What follows belongs to an exercise in optimizing a design on an open flow for small area, a short achievable clock period and few clock cycles; a production flow would make more cautious choices. RTL that was checked went through simulation tests only; none was proved equivalent to the original.

maple:
==> module top_module2, before the edit <==
module top_module2 (input [3:0] start_adress, input [7:0] data_in, input clock, input Start, input reset,
  output logic [15:0] out_put_det3, output logic Done, output logic [3:0] adress);
  logic [4:0] jc;
  wire t1 = jc[0] & ~jc[1];
  wire t2 = jc[1] & ~jc[2];
  wire t3 = jc[2] & ~jc[3];
  wire t4 = jc[3] & ~jc[4];
  wire t5 = jc[4] & jc[0];
  wire t6 = jc[1] & ~jc[0];
  wire t7 = jc[2] & ~jc[1];
  wire t8 = jc[3] & ~jc[2];
  wire t9 = jc[4] & ~jc[3];
  wire t10 = ~Done & ~jc[4] & ~jc[0];
  logic add_q0, add_q2;        
  logic [3:0] addr;            
  logic [15:0] mr;             
  logic [3:0] b_one, b_two, b_neg;   
  logic [15:0] q1, q0;
  wire go = Done & Start;
  logic [3:0] step;
  always @(*) begin
    step = 4'd0;
    if (t1) step = 4'd14;    
    if (t2) step = 4'd1;
    if (t3) step = 4'd14;    
    if (t4) step = 4'd4;
    if (t5) step = 4'd11;    
    if (t6) step = 4'd8;
    if (t7) step = 4'd14;    
    if (t8) step = 4'd1;
  end
  assign adress = Done ? start_adress : addr;
  always @(posedge clock or posedge reset) begin
    if (reset) begin
      Done   <= 1'b1;
      jc     <= '0;
      add_q0 <= 1'b0;
      add_q2 <= 1'b1;
    end else begin
      Done   <= Done ? ~Start : t10;
      jc     <= ((Done & ~Start) | t10) ? 5'd0 : {jc[3:0], ~jc[4]};
      add_q0 <= jc[1] & jc[3];                         
      add_q2 <= t8 | t9 | t10 | (Done & ~Start);
    end
  end
  wire [15:0] add = ({16{add_q0}} & q0) | ({16{add_q2}} & out_put_det3);
  wire [15:0] r;
  mac16e mac (.m(mr), .one(b_one), .two(b_two), .neg(b_neg), .add(add), .r(r));
  wire sub_next = t2 | t4 | t6;
  wire run_next = go | (~Done & (jc[0] | jc[4]));    
  wire [8:0] de = {data_in, 1'b0};
  logic [3:0] e_one, e_two, e_neg;
  always @(*) begin
    for (int j = 0; j < 4; j++) begin
      e_one[j] = run_next & (de[2*j+1] ^ de[2*j]);
      e_two[j] = run_next & ((de[2*j+2] & ~de[2*j+1] & ~de[2*j]) | (~de[2*j+2] & de[2*j+1] & de[2*j]));
      e_neg[j] = run_next & (de[2*j+2] ^ sub_next);
    end
  end
  wire sub_now = t3 | t5 | t7;
  logic [7:0] dr;
  always @(*) begin
    for (int j = 0; j < 4; j++) begin
      dr[2*j+1] = b_neg[j] ^ sub_now;
      dr[2*j] = b_one[j] ^ (j == 0 ? 1'b0 : b_neg[j-1] ^ sub_now);
    end
  end
  always @(posedge clock) begin
    addr <= go ? start_adress + 4'd4 : addr + step;
    b_one <= e_one;
    b_two <= e_two;
    b_neg <= e_neg;
    mr <= (jc[4] & ~jc[1]) ? q1 : {{8{dr[7]}}, dr};    
    out_put_det3 <= r;
    q1 <= out_put_det3;
    q0 <= q1;
  end
endmodule
clock: 7.0 ns
lec_check: 0
cap_margin: 20
core_margin: 2
core_utilization: 40
setup_slack_margin: 3.2
slew_margin: 20
standard.sh (not shown) runs the stock make flow with config.mk's settings and CLKGATE_MAP_FILE= SYNTH_SCRIPT=/design/flow/synth_recipe.tcl, a recipe that flattens the netlist after the stock synthesis.
==> flow/flow/run.sh <==
#!/bin/bash
# The standard layout, with plain buffers (buf_2) on the ports instead of the
# default port buffer cell. Every port still gets its buffer.
set -euo pipefail
export BUFFER_PORTS_ARGS="-buffer_cell sky130_fd_sc_hd__buf_2"
bash standard.sh > standard.log 2>&1
The following lists how cedar was set up differently from maple:
diff --git a/flow/design.v b/flow/design.v
--- a/flow/design.v
+++ b/flow/design.v
@@ -318,79 +318,63 @@
   assign r = {c151, c149, c147, c145, c143, c141, c139, c137, c135, c133, c131, c129, c127, c125, c123, s122} + {s152, s150, s148, s146, s144, s142, s140, s138, s136, s134, s132, s130, s128, s126, s124, add[0]};
 endmodule
 module top_module2 (input [3:0] start_adress, input [7:0] data_in, input clock, input Start, input reset,
   output logic [15:0] out_put_det3, output logic Done, output logic [3:0] adress);
-  logic [4:0] jc;
-  wire t1 = jc[0] & ~jc[1];
-  wire t2 = jc[1] & ~jc[2];
-  wire t3 = jc[2] & ~jc[3];
-  wire t4 = jc[3] & ~jc[4];
-  wire t5 = jc[4] & jc[0];
-  wire t6 = jc[1] & ~jc[0];
-  wire t7 = jc[2] & ~jc[1];
-  wire t8 = jc[3] & ~jc[2];
-  wire t9 = jc[4] & ~jc[3];
-  wire t10 = ~Done & ~jc[4] & ~jc[0];
+  logic [10:1] ph;             
   logic add_q0, add_q2;        
   logic [3:0] addr;            
+  logic [7:0] dr;              
   logic [15:0] mr;             
   logic [3:0] b_one, b_two, b_neg;   
   logic [15:0] q1, q0;
   wire go = Done & Start;
   logic [3:0] step;
   always @(*) begin
     step = 4'd0;
-    if (t1) step = 4'd14;    
-    if (t2) step = 4'd1;
-    if (t3) step = 4'd14;    
-    if (t4) step = 4'd4;
-    if (t5) step = 4'd11;    
-    if (t6) step = 4'd8;
-    if (t7) step = 4'd14;    
-    if (t8) step = 4'd1;
+    if (ph[1]) step = 4'd14;    
+    if (ph[2]) step = 4'd1;
+    if (ph[3]) step = 4'd14;    
+    if (ph[4]) step = 4'd4;
+    if (ph[5]) step = 4'd11;    
+    if (ph[6]) step = 4'd8;
+    if (ph[7]) step = 4'd14;    
+    if (ph[8]) step = 4'd1;
   end
   assign adress = Done ? start_adress : addr;
   always @(posedge clock or posedge reset) begin
     if (reset) begin
       Done   <= 1'b1;
-      jc     <= '0;
+      ph     <= '0;
       add_q0 <= 1'b0;
       add_q2 <= 1'b1;
     end else begin
-      Done   <= Done ? ~Start : t10;
-      jc     <= ((Done & ~Start) | t10) ? 5'd0 : {jc[3:0], ~jc[4]};
-      add_q0 <= jc[1] & jc[3];                         
-      add_q2 <= t8 | t9 | t10 | (Done & ~Start);
+      Done   <= Done ? ~Start : ph[10];
+      ph     <= {ph[9:1], go};
+      add_q0 <= ph[4] | ph[5] | ph[6];
+      add_q2 <= ph[8] | ph[9] | ph[10] | (Done & ~Start);
     end
   end
   wire [15:0] add = ({16{add_q0}} & q0) | ({16{add_q2}} & out_put_det3);
   wire [15:0] r;
   mac16e mac (.m(mr), .one(b_one), .two(b_two), .neg(b_neg), .add(add), .r(r));
-  wire sub_next = t2 | t4 | t6;
-  wire run_next = go | (~Done & (jc[0] | jc[4]));    
+  wire sub_next = ph[2] | ph[4] | ph[6];
+  wire op_next = ~Done & ~ph[10];    
   wire [8:0] de = {data_in, 1'b0};
   logic [3:0] e_one, e_two, e_neg;
   always @(*) begin
     for (int j = 0; j < 4; j++) begin
-      e_one[j] = run_next & (de[2*j+1] ^ de[2*j]);
-      e_two[j] = run_next & ((de[2*j+2] & ~de[2*j+1] & ~de[2*j]) | (~de[2*j+2] & de[2*j+1] & de[2*j]));
-      e_neg[j] = run_next & (de[2*j+2] ^ sub_next);
-    end
-  end
-  wire sub_now = t3 | t5 | t7;
-  logic [7:0] dr;
-  always @(*) begin
-    for (int j = 0; j < 4; j++) begin
-      dr[2*j+1] = b_neg[j] ^ sub_now;
-      dr[2*j] = b_one[j] ^ (j == 0 ? 1'b0 : b_neg[j-1] ^ sub_now);
+      e_one[j] = op_next & (de[2*j+1] ^ de[2*j]);
+      e_two[j] = op_next & ((de[2*j+2] & ~de[2*j+1] & ~de[2*j]) | (~de[2*j+2] & de[2*j+1] & de[2*j]));
+      e_neg[j] = op_next & (de[2*j+2] ^ sub_next);
     end
   end
   always @(posedge clock) begin
     addr <= go ? start_adress + 4'd4 : addr + step;
+    dr <= data_in;
     b_one <= e_one;
     b_two <= e_two;
     b_neg <= e_neg;
-    mr <= (jc[4] & ~jc[1]) ? q1 : {{8{dr[7]}}, dr};    
+    mr <= (ph[7] | ph[8] | ph[9]) ? q1 : {{8{dr[7]}}, dr};
     out_put_det3 <= r;
     q1 <= out_put_det3;
     q0 <= q1;
   end
Findings:
- Higher instance area after placement was reported by cedar, not maple.
- cedar vs maple — timing-limited maximum frequency rose 0.0043 GHz.
- Against maple, cedar comes in 470 um lower on met3 wire length.
- | shortest clock period the worst path allows after layout | cedar vs maple | 0.063 ns lower |
- cedar against maple: worst-path maximum fanout went up by 6; total wire length went down by about 10%.
Testbench counts of cedar, summed over its fixed seeds: cycles 17,600.
No functional check of the RTL was part of maple.


top_module2, a different RTL version from the one above (not shown whole).
Size in the first run: ~510 cells after synthesis, roughly 100 flip-flops, ~36 I/O pins.
==> module top_module2, before the edit <==
module top_module2 (input [3:0] start_adress, input [7:0] data_in, input clock, input Start, input reset,
  output logic [15:0] out_put_det3, output logic Done, output logic [3:0] adress);
  logic [10:1] ph;             
  logic add_q0, add_q2;        
  logic [3:0] base;            
  logic [7:0] dr;              
  logic [15:0] mr;             
  logic [3:0] b_one, b_two, b_neg;   
  logic [15:0] q1, q0;
  wire go = Done & Start;
  logic [3:0] off;
  always @(*) begin
    off = 4'd0;
    if (ph[1]) off = 4'd4;
    if (ph[2]) off = 4'd2;
    if (ph[3]) off = 4'd3;
    if (ph[4]) off = 4'd1;
    if (ph[5]) off = 4'd5;
    if (ph[7]) off = 4'd8;
    if (ph[8]) off = 4'd6;
    if (ph[9]) off = 4'd7;
  end
  assign adress = Done ? start_adress : base + off;
  always @(posedge clock or posedge reset) begin
    if (reset) begin
      Done   <= 1'b1;
      ph     <= '0;
      add_q0 <= 1'b0;
      add_q2 <= 1'b1;
    end else begin
      Done   <= Done ? ~Start : ph[10];
      ph     <= {ph[9:1], go};
      add_q0 <= ph[4] | ph[5] | ph[6];
      add_q2 <= ph[8] | ph[9] | ph[10] | (Done & ~Start);
    end
  end
  wire [15:0] add = ({16{add_q0}} & q0) | ({16{add_q2}} & out_put_det3);
  wire [15:0] r;
  mac16e mac (.m(mr), .one(b_one), .two(b_two), .neg(b_neg), .add(add), .r(r));
  wire sub_next = ph[2] | ph[4] | ph[6];
  wire op_next = ~Done & ~ph[10];    
  wire [8:0] de = {data_in, 1'b0};
  logic [3:0] e_one, e_two, e_neg;
  always @(*) begin
    for (int j = 0; j < 4; j++) begin
      e_one[j] = op_next & (de[2*j+1] ^ de[2*j]);
      e_two[j] = op_next & ((de[2*j+2] & ~de[2*j+1] & ~de[2*j]) | (~de[2*j+2] & de[2*j+1] & de[2*j]));
      e_neg[j] = op_next & (de[2*j+2] ^ sub_next);
    end
  end
  always @(posedge clock) begin
    if (go) base <= start_adress;
    dr <= data_in;
    b_one <= e_one;
    b_two <= e_two;
    b_neg <= e_neg;
    mr <= (ph[7] | ph[8] | ph[9]) ? q1 : {{8{dr[7]}}, dr};
    out_put_det3 <= r;
    q1 <= out_put_det3;
    q0 <= q1;
  end
endmodule
clock: 7.0 ns
lec_check: 0
cap_margin: 20
core_margin: 2
core_utilization: 40
setup_slack_margin: 3.2
slew_margin: 20
run.sh (not shown) runs the stock make flow with config.mk's settings and CLKGATE_MAP_FILE= SYNTH_SCRIPT=/design/flow/synth_recipe.tcl, a recipe that flattens the netlist after the stock synthesis.
Stock flow here: none of the scripts above is used.
The baseline produced a clean layout.
Testbench counts at the start, summed over its fixed seeds: cycles 17,600.
Change:
--- a/flow/design.v
+++ b/flow/design.v
@@ -345,26 +345,25 @@
       Done   <= 1'b1;
       ph     <= '0;
       add_q0 <= 1'b0;
-      add_q2 <= 1'b1;
+      add_q2 <= 1'b0;
     end else begin
       Done   <= Done ? ~Start : ph[10];
       ph     <= {ph[9:1], go};
       add_q0 <= ph[4] | ph[5] | ph[6];
-      add_q2 <= ph[8] | ph[9] | ph[10] | (Done & ~Start);
+      add_q2 <= ph[8] | ph[9];
     end
   end
   wire [15:0] add = ({16{add_q0}} & q0) | ({16{add_q2}} & out_put_det3);
   wire [15:0] r;
   mac16e mac (.m(mr), .one(b_one), .two(b_two), .neg(b_neg), .add(add), .r(r));
   wire sub_next = ph[2] | ph[4] | ph[6];
-  wire op_next = ~Done & ~ph[10];    
   wire [8:0] de = {data_in, 1'b0};
   logic [3:0] e_one, e_two, e_neg;
   always @(*) begin
     for (int j = 0; j < 4; j++) begin
-      e_one[j] = op_next & (de[2*j+1] ^ de[2*j]);
-      e_two[j] = op_next & ((de[2*j+2] & ~de[2*j+1] & ~de[2*j]) | (~de[2*j+2] & de[2*j+1] & de[2*j]));
-      e_neg[j] = op_next & (de[2*j+2] ^ sub_next);
+      e_one[j] = de[2*j+1] ^ de[2*j];
+      e_two[j] = (de[2*j+2] & ~de[2*j+1] & ~de[2*j]) | (~de[2*j+2] & de[2*j+1] & de[2*j]);
+      e_neg[j] = de[2*j+2] ^ sub_next;
     end
   end
   always @(posedge clock) begin
@@ -374,7 +373,7 @@
     b_two <= e_two;
     b_neg <= e_neg;
     mr <= (ph[7] | ph[8] | ph[9]) ? q1 : {{8{dr[7]}}, dr};
-    out_put_det3 <= r;
+    if (!Done) out_put_det3 <= r;
     q1 <= out_put_det3;
     q0 <= q1;
   end
=> Die area hardly moves. Flip-flop and latch count falls by 1. Maximum frequency falls by 0.72%. Core utilization increases by 1.4 points. Wire length goes up by 3.4%. Final area climbs by 2.9%. Non-clock buffer count goes up by 5.
Only the layout flow was run in the second run of this note; the RTL was not checked for function there.

-- port drivers added, routing unchanged --
The results above use ideal ports. As a check the final layouts listed here were re-extracted and re-timed, cells and wires unchanged. Step 1 (the two cells are an assumption about what drives the block):
set clk [get_ports {clock}]
set_driving_cell -lib_cell sky130_fd_sc_hd__clkbuf_16 $clk
set_driving_cell -lib_cell sky130_fd_sc_hd__buf_2 [delete_from_list [all_inputs] $clk]
Step 2 moves the port delays by t, midway between the first and last clock arrival at a register: inputs arrive t later, outputs are due t later. That takes back most of the time a late clock gives input paths. a / b / c = ideal ports / drivers / drivers and shift; a / b = the first two.
run | t (ns) | setup WS [ns] | cell pins on the clock port's net
maple | 0.392 | 3.159 / 3.159 / 3.159 | 1
cedar | 0.388 | 3.222 / 3.222 / 3.222 | 1
the first run of note 2 | 0.390 | 3.232 / 3.232 / 3.232 | 1
the second run of note 2 | 0.395 | 3.205 / 3.205 / 3.205 | 1
After both steps setup and hold are still met in every run listed.
